Source: an optimization exercise on an open RTL-to-GDS flow (aim: small area and a short achievable clock period). Production flows keep margins and buffers that such runs may drop. For this run, only the layout was checked, not whether the RTL still works. Power and IR drop assume default switching activity.

==> design/flow/design.v <==
module divider
(
    input              clk,
    input              reset,
    input  [31:0]      A,
    input  [31:0]      B,
    input              start,
    input  [7:0]       Physical_address_in,
    input  [31:0]      PC_in,
    input              divider_op_in,
    output             divide_zero_exception,
    output [31:0]      Result,
    output [7:0]       Physical_address_out,
    output [31:0]      PC_out,
    output             done
);
    wire [31:0] x0 = A;
    wire [31:0] d0 = B;
    wire        v0 = start;
    wire        op0 = divider_op_in;
    wire        z0 = (A != 32'd0) && (B == 32'd0);
    wire [7:0]  pa0 = Physical_address_in;
    wire [31:0] pc0 = PC_in;
    wire [31:0] x0_0 = x0;
    wire [0:0] m0_0 = x0_0[31:31];
    wire hz0_0 = ~|d0[31:1];
    wire [1:0] df0_0 = {1'b0, m0_0} - {1'b0, d0[0:0]};
    wire qb0_0 = hz0_0 & ~df0_0[1];
    wire [0:0] t0_0 = qb0_0 ? df0_0[0:0] : m0_0;
    wire [31:0] x0_1 = {t0_0, x0_0[30:0]};
    wire [1:0] m0_1 = x0_1[31:30];
    wire hz0_1 = ~|d0[31:2];
    wire [2:0] df0_1 = {1'b0, m0_1} - {1'b0, d0[1:0]};
    wire qb0_1 = hz0_1 & ~df0_1[2];
    wire [1:0] t0_1 = qb0_1 ? df0_1[1:0] : m0_1;
    wire [31:0] x0_2 = {t0_1, x0_1[29:0]};
    wire [2:0] m0_2 = x0_2[31:29];
    wire hz0_2 = ~|d0[31:3];
    wire [3:0] df0_2 = {1'b0, m0_2} - {1'b0, d0[2:0]};
    wire qb0_2 = hz0_2 & ~df0_2[3];
    wire [2:0] t0_2 = qb0_2 ? df0_2[2:0] : m0_2;
    wire [31:0] x0_3 = {t0_2, x0_2[28:0]};
    wire [2:0] qn0 = {qb0_0, qb0_1, qb0_2};
    reg [31:0] x1, d1;
    reg [2:0] q1;
    reg v1, op1, z1;
    reg [7:0] pa1;
    reg [31:0] pc1;
    always @(posedge clk) begin
        x1 <= x0_3;
        d1 <= d0;
        q1 <= qn0;
        op1 <= op0;
        z1 <= z0;
        pa1 <= pa0;
        pc1 <= pc0;
        v1 <= v0 & ~reset;
    end
    wire [31:0] x1_0 = x1;
    wire [3:0] m1_0 = x1_0[31:28];
    wire hz1_0 = ~|d1[31:4];
    wire [4:0] df1_0 = {1'b0, m1_0} - {1'b0, d1[3:0]};
    wire qb1_0 = hz1_0 & ~df1_0[4];
    wire [3:0] t1_0 = qb1_0 ? df1_0[3:0] : m1_0;
    wire [31:0] x1_1 = {t1_0, x1_0[27:0]};
    wire [4:0] m1_1 = x1_1[31:27];
    wire hz1_1 = ~|d1[31:5];
    wire [5:0] df1_1 = {1'b0, m1_1} - {1'b0, d1[4:0]};
    wire qb1_1 = hz1_1 & ~df1_1[5];
    wire [4:0] t1_1 = qb1_1 ? df1_1[4:0] : m1_1;
    wire [31:0] x1_2 = {t1_1, x1_1[26:0]};
    wire [5:0] m1_2 = x1_2[31:26];
    wire hz1_2 = ~|d1[31:6];
    wire [6:0] df1_2 = {1'b0, m1_2} - {1'b0, d1[5:0]};
    wire qb1_2 = hz1_2 & ~df1_2[6];
    wire [5:0] t1_2 = qb1_2 ? df1_2[5:0] : m1_2;
    wire [31:0] x1_3 = {t1_2, x1_2[25:0]};
    wire [5:0] qn1 = {q1, qb1_0, qb1_1, qb1_2};
    reg [31:0] x2, d2;
    reg [5:0] q2;
    reg v2, op2, z2;
    reg [7:0] pa2;
    reg [31:0] pc2;
    always @(posedge clk) begin
        x2 <= x1_3;
        d2 <= d1;
        q2 <= qn1;
        op2 <= op1;
        z2 <= z1;
        pa2 <= pa1;
        pc2 <= pc1;
        v2 <= v1 & ~reset;
    end
    wire [31:0] x2_0 = x2;
    wire [6:0] m2_0 = x2_0[31:25];
    wire hz2_0 = ~|d2[31:7];
    wire [7:0] df2_0 = {1'b0, m2_0} - {1'b0, d2[6:0]};
    wire qb2_0 = hz2_0 & ~df2_0[7];
    wire [6:0] t2_0 = qb2_0 ? df2_0[6:0] : m2_0;
    wire [31:0] x2_1 = {t2_0, x2_0[24:0]};
    wire [7:0] m2_1 = x2_1[31:24];
    wire hz2_1 = ~|d2[31:8];
    wire [8:0] df2_1 = {1'b0, m2_1} - {1'b0, d2[7:0]};
    wire qb2_1 = hz2_1 & ~df2_1[8];
    wire [7:0] t2_1 = qb2_1 ? df2_1[7:0] : m2_1;
    wire [31:0] x2_2 = {t2_1, x2_1[23:0]};
    wire [8:0] m2_2 = x2_2[31:23];
    wire hz2_2 = ~|d2[31:9];
    wire [9:0] df2_2 = {1'b0, m2_2} - {1'b0, d2[8:0]};
    wire qb2_2 = hz2_2 & ~df2_2[9];
    wire [8:0] t2_2 = qb2_2 ? df2_2[8:0] : m2_2;
    wire [31:0] x2_3 = {t2_2, x2_2[22:0]};
    wire [8:0] qn2 = {q2, qb2_0, qb2_1, qb2_2};
    reg [31:0] x3, d3;
    reg [8:0] q3;
    reg v3, op3, z3;
    reg [7:0] pa3;
    reg [31:0] pc3;
    always @(posedge clk) begin
        x3 <= x2_3;
        d3 <= d2;
        q3 <= qn2;
        op3 <= op2;
        z3 <= z2;
        pa3 <= pa2;
        pc3 <= pc2;
        v3 <= v2 & ~reset;
    end
    wire [31:0] x3_0 = x3;
    wire [9:0] m3_0 = x3_0[31:22];
    wire hz3_0 = ~|d3[31:10];
    wire [10:0] df3_0 = {1'b0, m3_0} - {1'b0, d3[9:0]};
    wire qb3_0 = hz3_0 & ~df3_0[10];
    wire [9:0] t3_0 = qb3_0 ? df3_0[9:0] : m3_0;
    wire [31:0] x3_1 = {t3_0, x3_0[21:0]};
    wire [10:0] m3_1 = x3_1[31:21];
    wire hz3_1 = ~|d3[31:11];
    wire [11:0] df3_1 = {1'b0, m3_1} - {1'b0, d3[10:0]};
    wire qb3_1 = hz3_1 & ~df3_1[11];
    wire [10:0] t3_1 = qb3_1 ? df3_1[10:0] : m3_1;
    wire [31:0] x3_2 = {t3_1, x3_1[20:0]};
    wire [11:0] m3_2 = x3_2[31:20];
    wire hz3_2 = ~|d3[31:12];
    wire [12:0] df3_2 = {1'b0, m3_2} - {1'b0, d3[11:0]};
    wire qb3_2 = hz3_2 & ~df3_2[12];
    wire [11:0] t3_2 = qb3_2 ? df3_2[11:0] : m3_2;
    wire [31:0] x3_3 = {t3_2, x3_2[19:0]};
    wire [11:0] qn3 = {q3, qb3_0, qb3_1, qb3_2};
    reg [31:0] x4, d4;
    reg [11:0] q4;
    reg v4, op4, z4;
    reg [7:0] pa4;
    reg [31:0] pc4;
    always @(posedge clk) begin
        x4 <= x3_3;
        d4 <= d3;
        q4 <= qn3;
        op4 <= op3;
        z4 <= z3;
        pa4 <= pa3;
        pc4 <= pc3;
        v4 <= v3 & ~reset;
    end
    wire [31:0] x4_0 = x4;
    wire [12:0] m4_0 = x4_0[31:19];
    wire hz4_0 = ~|d4[31:13];
    wire [13:0] df4_0 = {1'b0, m4_0} - {1'b0, d4[12:0]};
    wire qb4_0 = hz4_0 & ~df4_0[13];
    wire [12:0] t4_0 = qb4_0 ? df4_0[12:0] : m4_0;
    wire [31:0] x4_1 = {t4_0, x4_0[18:0]};
    wire [13:0] m4_1 = x4_1[31:18];
    wire hz4_1 = ~|d4[31:14];
    wire [14:0] df4_1 = {1'b0, m4_1} - {1'b0, d4[13:0]};
    wire qb4_1 = hz4_1 & ~df4_1[14];
    wire [13:0] t4_1 = qb4_1 ? df4_1[13:0] : m4_1;
    wire [31:0] x4_2 = {t4_1, x4_1[17:0]};
    wire [14:0] m4_2 = x4_2[31:17];
    wire hz4_2 = ~|d4[31:15];
    wire [15:0] df4_2 = {1'b0, m4_2} - {1'b0, d4[14:0]};
    wire qb4_2 = hz4_2 & ~df4_2[15];
    wire [14:0] t4_2 = qb4_2 ? df4_2[14:0] : m4_2;
    wire [31:0] x4_3 = {t4_2, x4_2[16:0]};
    wire [14:0] qn4 = {q4, qb4_0, qb4_1, qb4_2};
    reg [31:0] x5, d5;
    reg [14:0] q5;
    reg v5, op5, z5;
    reg [7:0] pa5;
    reg [31:0] pc5;
    always @(posedge clk) begin
        x5 <= x4_3;
        d5 <= d4;
        q5 <= qn4;
        op5 <= op4;
        z5 <= z4;
        pa5 <= pa4;
        pc5 <= pc4;
        v5 <= v4 & ~reset;
    end
    wire [31:0] x5_0 = x5;
    wire [15:0] m5_0 = x5_0[31:16];
    wire hz5_0 = ~|d5[31:16];
    wire [16:0] df5_0 = {1'b0, m5_0} - {1'b0, d5[15:0]};
    wire qb5_0 = hz5_0 & ~df5_0[16];
    wire [15:0] t5_0 = qb5_0 ? df5_0[15:0] : m5_0;
    wire [31:0] x5_1 = {t5_0, x5_0[15:0]};
    wire [16:0] m5_1 = x5_1[31:15];
    wire hz5_1 = ~|d5[31:17];
    wire [17:0] df5_1 = {1'b0, m5_1} - {1'b0, d5[16:0]};
    wire qb5_1 = hz5_1 & ~df5_1[17];
    wire [16:0] t5_1 = qb5_1 ? df5_1[16:0] : m5_1;
    wire [31:0] x5_2 = {t5_1, x5_1[14:0]};
    wire [17:0] m5_2 = x5_2[31:14];
    wire hz5_2 = ~|d5[31:18];
    wire [18:0] df5_2 = {1'b0, m5_2} - {1'b0, d5[17:0]};
    wire qb5_2 = hz5_2 & ~df5_2[18];
    wire [17:0] t5_2 = qb5_2 ? df5_2[17:0] : m5_2;
    wire [31:0] x5_3 = {t5_2, x5_2[13:0]};
    wire [17:0] qn5 = {q5, qb5_0, qb5_1, qb5_2};
    reg [31:0] x6, d6;
    reg [17:0] q6;
    reg v6, op6, z6;
    reg [7:0] pa6;
    reg [31:0] pc6;
    always @(posedge clk) begin
        x6 <= x5_3;
        d6 <= d5;
        q6 <= qn5;
        op6 <= op5;
        z6 <= z5;
        pa6 <= pa5;
        pc6 <= pc5;
        v6 <= v5 & ~reset;
    end
    wire [31:0] x6_0 = x6;
    wire [18:0] m6_0 = x6_0[31:13];
    wire hz6_0 = ~|d6[31:19];
    wire [19:0] df6_0 = {1'b0, m6_0} - {1'b0, d6[18:0]};
    wire qb6_0 = hz6_0 & ~df6_0[19];
    wire [18:0] t6_0 = qb6_0 ? df6_0[18:0] : m6_0;
    wire [31:0] x6_1 = {t6_0, x6_0[12:0]};
    wire [19:0] m6_1 = x6_1[31:12];
    wire hz6_1 = ~|d6[31:20];
    wire [20:0] df6_1 = {1'b0, m6_1} - {1'b0, d6[19:0]};
    wire qb6_1 = hz6_1 & ~df6_1[20];
    wire [19:0] t6_1 = qb6_1 ? df6_1[19:0] : m6_1;
    wire [31:0] x6_2 = {t6_1, x6_1[11:0]};
    wire [20:0] m6_2 = x6_2[31:11];
    wire hz6_2 = ~|d6[31:21];
    wire [21:0] df6_2 = {1'b0, m6_2} - {1'b0, d6[20:0]};
    wire qb6_2 = hz6_2 & ~df6_2[21];
    wire [20:0] t6_2 = qb6_2 ? df6_2[20:0] : m6_2;
    wire [31:0] x6_3 = {t6_2, x6_2[10:0]};
    wire [20:0] qn6 = {q6, qb6_0, qb6_1, qb6_2};
    reg [31:0] x7, d7;
    reg [20:0] q7;
    reg v7, op7, z7;
    reg [7:0] pa7;
    reg [31:0] pc7;
    always @(posedge clk) begin
        x7 <= x6_3;
        d7 <= d6;
        q7 <= qn6;
        op7 <= op6;
        z7 <= z6;
        pa7 <= pa6;
        pc7 <= pc6;
        v7 <= v6 & ~reset;
    end
    wire [31:0] x7_0 = x7;
    wire [21:0] m7_0 = x7_0[31:10];
    wire hz7_0 = ~|d7[31:22];
    wire [22:0] df7_0 = {1'b0, m7_0} - {1'b0, d7[21:0]};
    wire qb7_0 = hz7_0 & ~df7_0[22];
    wire [21:0] t7_0 = qb7_0 ? df7_0[21:0] : m7_0;
    wire [31:0] x7_1 = {t7_0, x7_0[9:0]};
    wire [22:0] m7_1 = x7_1[31:9];
    wire hz7_1 = ~|d7[31:23];
    wire [23:0] df7_1 = {1'b0, m7_1} - {1'b0, d7[22:0]};
    wire qb7_1 = hz7_1 & ~df7_1[23];
    wire [22:0] t7_1 = qb7_1 ? df7_1[22:0] : m7_1;
    wire [31:0] x7_2 = {t7_1, x7_1[8:0]};
    wire [23:0] m7_2 = x7_2[31:8];
    wire hz7_2 = ~|d7[31:24];
    wire [24:0] df7_2 = {1'b0, m7_2} - {1'b0, d7[23:0]};
    wire qb7_2 = hz7_2 & ~df7_2[24];
    wire [23:0] t7_2 = qb7_2 ? df7_2[23:0] : m7_2;
    wire [31:0] x7_3 = {t7_2, x7_2[7:0]};
    wire [23:0] qn7 = {q7, qb7_0, qb7_1, qb7_2};
    reg [31:0] x8, d8;
    reg [23:0] q8;
    reg v8, op8, z8;
    reg [7:0] pa8;
    reg [31:0] pc8;
    always @(posedge clk) begin
        x8 <= x7_3;
        d8 <= d7;
        q8 <= qn7;
        op8 <= op7;
        z8 <= z7;
        pa8 <= pa7;
        pc8 <= pc7;
        v8 <= v7 & ~reset;
    end
    wire [31:0] x8_0 = x8;
    wire [24:0] m8_0 = x8_0[31:7];
    wire hz8_0 = ~|d8[31:25];
    wire [25:0] df8_0 = {1'b0, m8_0} - {1'b0, d8[24:0]};
    wire qb8_0 = hz8_0 & ~df8_0[25];
    wire [24:0] t8_0 = qb8_0 ? df8_0[24:0] : m8_0;
    wire [31:0] x8_1 = {t8_0, x8_0[6:0]};
    wire [25:0] m8_1 = x8_1[31:6];
    wire hz8_1 = ~|d8[31:26];
    wire [26:0] df8_1 = {1'b0, m8_1} - {1'b0, d8[25:0]};
    wire qb8_1 = hz8_1 & ~df8_1[26];
    wire [25:0] t8_1 = qb8_1 ? df8_1[25:0] : m8_1;
    wire [31:0] x8_2 = {t8_1, x8_1[5:0]};
    wire [26:0] m8_2 = x8_2[31:5];
    wire hz8_2 = ~|d8[31:27];
    wire [27:0] df8_2 = {1'b0, m8_2} - {1'b0, d8[26:0]};
    wire qb8_2 = hz8_2 & ~df8_2[27];
    wire [26:0] t8_2 = qb8_2 ? df8_2[26:0] : m8_2;
    wire [31:0] x8_3 = {t8_2, x8_2[4:0]};
    wire [27:0] m8_3 = x8_3[31:4];
    wire hz8_3 = ~|d8[31:28];
    wire [28:0] df8_3 = {1'b0, m8_3} - {1'b0, d8[27:0]};
    wire qb8_3 = hz8_3 & ~df8_3[28];
    wire [27:0] t8_3 = qb8_3 ? df8_3[27:0] : m8_3;
    wire [31:0] x8_4 = {t8_3, x8_3[3:0]};
    wire [27:0] qn8 = {q8, qb8_0, qb8_1, qb8_2, qb8_3};
    reg [31:0] x9, d9;
    reg [27:0] q9;
    reg v9, op9, z9;
    reg [7:0] pa9;
    reg [31:0] pc9;
    always @(posedge clk) begin
        x9 <= x8_4;
        d9 <= d8;
        q9 <= qn8;
        op9 <= op8;
        z9 <= z8;
        pa9 <= pa8;
        pc9 <= pc8;
        v9 <= v8 & ~reset;
    end
    wire [31:0] x9_0 = x9;
    wire [28:0] m9_0 = x9_0[31:3];
    wire hz9_0 = ~|d9[31:29];
    wire [29:0] df9_0 = {1'b0, m9_0} - {1'b0, d9[28:0]};
    wire qb9_0 = hz9_0 & ~df9_0[29];
    wire [28:0] t9_0 = qb9_0 ? df9_0[28:0] : m9_0;
    wire [31:0] x9_1 = {t9_0, x9_0[2:0]};
    wire [29:0] m9_1 = x9_1[31:2];
    wire hz9_1 = ~|d9[31:30];
    wire [30:0] df9_1 = {1'b0, m9_1} - {1'b0, d9[29:0]};
    wire qb9_1 = hz9_1 & ~df9_1[30];
    wire [29:0] t9_1 = qb9_1 ? df9_1[29:0] : m9_1;
    wire [31:0] x9_2 = {t9_1, x9_1[1:0]};
    wire [30:0] m9_2 = x9_2[31:1];
    wire hz9_2 = ~|d9[31:31];
    wire [31:0] df9_2 = {1'b0, m9_2} - {1'b0, d9[30:0]};
    wire qb9_2 = hz9_2 & ~df9_2[31];
    wire [30:0] t9_2 = qb9_2 ? df9_2[30:0] : m9_2;
    wire [31:0] x9_3 = {t9_2, x9_2[0:0]};
    wire [31:0] m9_3 = x9_3[31:0];
    wire hz9_3 = 1'b1;
    wire [32:0] df9_3 = {1'b0, m9_3} - {1'b0, d9[31:0]};
    wire qb9_3 = hz9_3 & ~df9_3[32];
    wire [31:0] t9_3 = qb9_3 ? df9_3[31:0] : m9_3;
    wire [31:0] x9_4 = t9_3;
    wire [31:0] qn9 = {q9, qb9_0, qb9_1, qb9_2, qb9_3};
    reg [31:0] res_r;
    reg v_r, z_r;
    reg [7:0] pa_r;
    reg [31:0] pc_r;
    always @(posedge clk) begin
        res_r <= op9 ? qn9 : x9_4;
        z_r <= z9;
        pa_r <= pa9;
        pc_r <= pc9;
        v_r <= v9 & ~reset;
    end
    assign Result = res_r;
    assign divide_zero_exception = z_r;
    assign Physical_address_out = pa_r;
    assign PC_out = pc_r;
    assign done = v_r;
endmodule
==> design/flow/run.sh <==
#!/bin/bash
# synth_recipe.tcl (not shown) runs the flow's synth.tcl, then flattens the netlist and writes it again
# the make line also repeats each setting of config.mk as NAME=value (left out here)
make -C /OpenROAD-flow-scripts/flow DESIGN_CONFIG=/design/flow/config.mk WORK_HOME=/design/flow/orfs CLKGATE_MAP_FILE= SYNTH_SCRIPT=/design/flow/synth_recipe.tcl finish
==> design/flow/config.mk <==
export PLATFORM = sky130hd
export DESIGN_NAME = divider
export DESIGN_NICKNAME = divider
export VERILOG_FILES = /design/flow/design.v
export SDC_FILE = /design/flow/constraint.sdc
export NUM_CORES = 8
export LEC_CHECK = 0
export CAP_MARGIN = 20
export CORE_MARGIN = 2
export CORE_UTILIZATION = 40
export SLEW_MARGIN = 20
==> design/flow/constraint.sdc <==
create_clock -name core_clock -period 8.0 [get_ports {clk}]
set_input_delay 1.6000 -clock core_clock [delete_from_list [all_inputs] [get_ports {clk}]]
set_output_delay 1.6000 -clock core_clock [all_outputs]
set_load 0.01 [all_outputs]
==> notes.md <==
-- per-stage QoR --
stage / setup TNS, ns / utilization [%] / power, µW / setup WS, ns
floorplan: -60.04 / - / 8890 / -1.27
global placement: -155.69 / 51.3 / 10800 / -2.66
detailed placement: -163.89 / 51.3 / 10800 / -2.63
CTS: -115.88 / 56.1 / 16700 / -2.00
global route: -143.87 / 57.2 / 17700 / -2.35
finish: -109.28 / 57.2 / 16800 / -2.06
-- cells in the final DEF, fill, tap and decap left out, drive strengths merged, types with 181 or more instances in the layout --
cell type and n:
nor2 407, mux2 242, buf 1506, xnor2 248
ha 527, o21ai 277, a21oi 459, nand2 288
clkdlybuf4s50 181, dfxtp 1173, inv 391
-- cell type report --
| cell class | instances | area (µm²) | area share (%) |
|---|---|---|---|
| well taps | 1768 | 2210 | 2.90 |
| flip-flops and latches | 1173 | 23500 | 30.8 |
| multi-input cells | 3821 | 31100 | 40.8 |
| diodes | 2 | 5.00 | 0.00656 |
| clock inverters | 65 | 947 | 1.24 |
| inverters | 382 | 1460 | 1.91 |
| clock buffers | 142 | 3030 | 3.98 |
| repair buffers | 1692 | 14000 | 18.3 |
-- per-layer routing --
| layer | wire length [µm] | global-route usage, % |
|---|---|---|
| met5 | 0 | 0 |
| met2 | 71900 | 37.4 |
| met4 | 4550 | 6.40 |
| met3 | 4580 | 2.56 |
| met1 | 68100 | 27.0 |
-- repair_timing --
item | 4_1_cts | 5_1_grt
setup buffers | 96 | 47
endpoints found under the setup margin | 152 | 156
pin swaps | 109 | 138
cloned | 8 | 3
gates resized for setup | 281 | 243
-- path summary, 6_finish.rpt --
check              end
max          res_r[18]
min reg2reg      x5[1]
max reg2reg  res_r[18]
min              x5[1]
-- cell families after synthesis --
kind of cell | count (synthesis) | share of synthesized area, %
flip-flops | 1173 | 43.8
buffers and inverters | 461 | 3.39
XOR/XNOR | 385 | 6.28
AO/OA/AOI/OAI | 1363 | 16.3
multiplexers | 278 | 5.76
adder cells (fa/ha/maj) | 558 | 13.4
AND/OR/NAND/NOR | 1237 | 11.0
-- worst max-delay path: cells and delay by family (launching register included) --
| family | cells | cell delay (ns) |
|---|---|---|
| flip-flops | 1 | 0.39 |
| AO/OA/AOI/OAI | 26 | 5.29 |
| multiplexers | 2 | 0.62 |
| buffers and inverters | 8 | 0.97 |
| AND/OR/NAND/NOR | 11 | 1.40 |
| adder cells (fa/ha/maj) | 4 | 1.17 |
-- power groups by stage --
stage                     clock (µW)  combinational (µW)  sequential [µW]
after global routing            5950                5360             6360
after global placement             0                4340             6450
after floorplan                    0                2470             6420
final                           5570                4890             6330
after CTS                       5710                4650             6330
after detailed placement           0                4380             6460
==> notes.md <==
vias per cell - 4.93
Leak - 0.0349 µW
worst setup margin - -2.06 ns
area delta synth->final - 42.1%
Clock Pin Slew Worst Setup and Hold Paths - 0.07 ns
Die X - 370 µm
slowest stage delay, CP - 0.42 ns
IO buf count - 181
Critical Path Most Common Cell - a21o_1
CP Data Arrival Time - 10.62 ns
Post-synth ARST share - 0%
share of layout cells above drive strength 1 - 32.8%
H-tree depth - 3
clock share of power - 33.2%
crit start category - register
hold crit path type - reg2reg
CTS Buf Count - 111
Worst setup EP type - register
Die H - 370 µm
Worst R2R Setup Slack - -2.06 ns
number of global-route vias before repair - 45000
top post-synthesis cells by area - dfxtp_1 (44%), ha_1 (12%), mux2_2 (5.0%)
antenna-violating nets left - 0
Netlist cell types - 99
Hold Slack - 0.301 ns
Power Density - 220 nW/µm²
switching fraction of total power - 28.4%
Synth top cells by count - dfxtp_1 (1173), ha_1 (527), a21oi_1 (456)
Area after DPL - 68400 µm²
GPL Wtd Cong - 0.942
initial antenna violation count - 1
cell taking the most area after synthesis - dfxtp_1
post-DP HPWL - 118000 µm
post-synthesis sequential area ratio - 43.8%
largest net degree at the start of global routing - 51
final std cells w/o fill - 9045
final setup fails - 86
Post-Syn Area per Cell - 9.84 µm²
Setup Skew - 0.0756 ns
first-pass GRT wire length - 234000 µm
slew margin rel. - 22.4%
Layout Check Fails - negative setup slack
Post-CTS Hold Fix Bufs - 0
clock net sink count - 1173
Max stage delay cell, worst path - fa_2
Post-synth EDFFs - 0
placed insts - 8688
Clock Path Buffers - 3
Post-Synthesis Cells - 5455
grt total ovfl - 0
Syn. warnings - 1
core area - 133000 µm²
Clock Tree Root - clkbuf_16
Peak Freq - 99.4 MHz
prevailing post-synth register cell - dfxtp_1
NetSw - 4780 µW
TritonRoute pass-1 iters - 5
Hold Path Depth - 0
worst reg2reg startpoint - d9[1]
Crit. Startpoint - d9[1]
fillers - 11500
Mapped Nets - 6121
max-slew violations - 0
status - finished with violations
drt total wl - 149000 µm
full die area - 137000 µm²
max cap viols - 0
Crit Path Class - reg2reg
vias - 44600
Tot GR Track Use - 21.2%
reg2reg path depth - 51
share of the synthesized area in the top cell type - 43.8%
post-route cell area - 76200 µm²
Flop pwr share - 37.7%
final net count - 7847
clock latency (worst-skew pair) - 0.75 ns
flops & latches, synth - 1173
CP required - 8.56 ns
Final period util - 126%
mapped cell area - 53700 µm²
WL/cell - 16.5 µm
DR iter-0 viols - 1994
CTS tree - done
worst-margin pin slew - 1.16 ns
Tmin final - 10.06 ns
I/O pin count - 182
Combinational Power Share - 29.1%
unrepaired setup endpoints after global routing - yes
worst-path maximum fanout - 9
Internal - 12000 µW
Residual DRC - 0
hold path start - x4[1]
Rows - 134
Peak VDD IR - 191 µV
initial core utilization - 40.3%
most common cell in the synthesized netlist - dfxtp_1
final hold viol count - 0

-- re-timing with driven ports --
Ports are ideal in the flow. The routed layout listed here was re-timed in OpenROAD.
Step 1: set_driving_cell puts a clkbuf_16 on clk and a buf_2 on each other input, an assumption about the parent block.
Step 2 adds t to the input delays and takes it off the output delays; t is the mean of the earliest and latest rising clock arrival at the registers after step 1. Input paths then give back, and output paths get back, about the clock's delay inside the block.
Three values: ideal ports, drivers, drivers and shift; two values: the first two.
shift t [ns]: 0.780
setup WS [ns]: -2.062 / -2.062 / -2.062
worst setup path after step 2: register to register
clock arrival spread, ns: 0.077 / 0.077
cell pins on the clock port's net: 1
For this run, drivers alone change the setup slack by 0.000 ns; drivers and shift together by 0.000 ns.
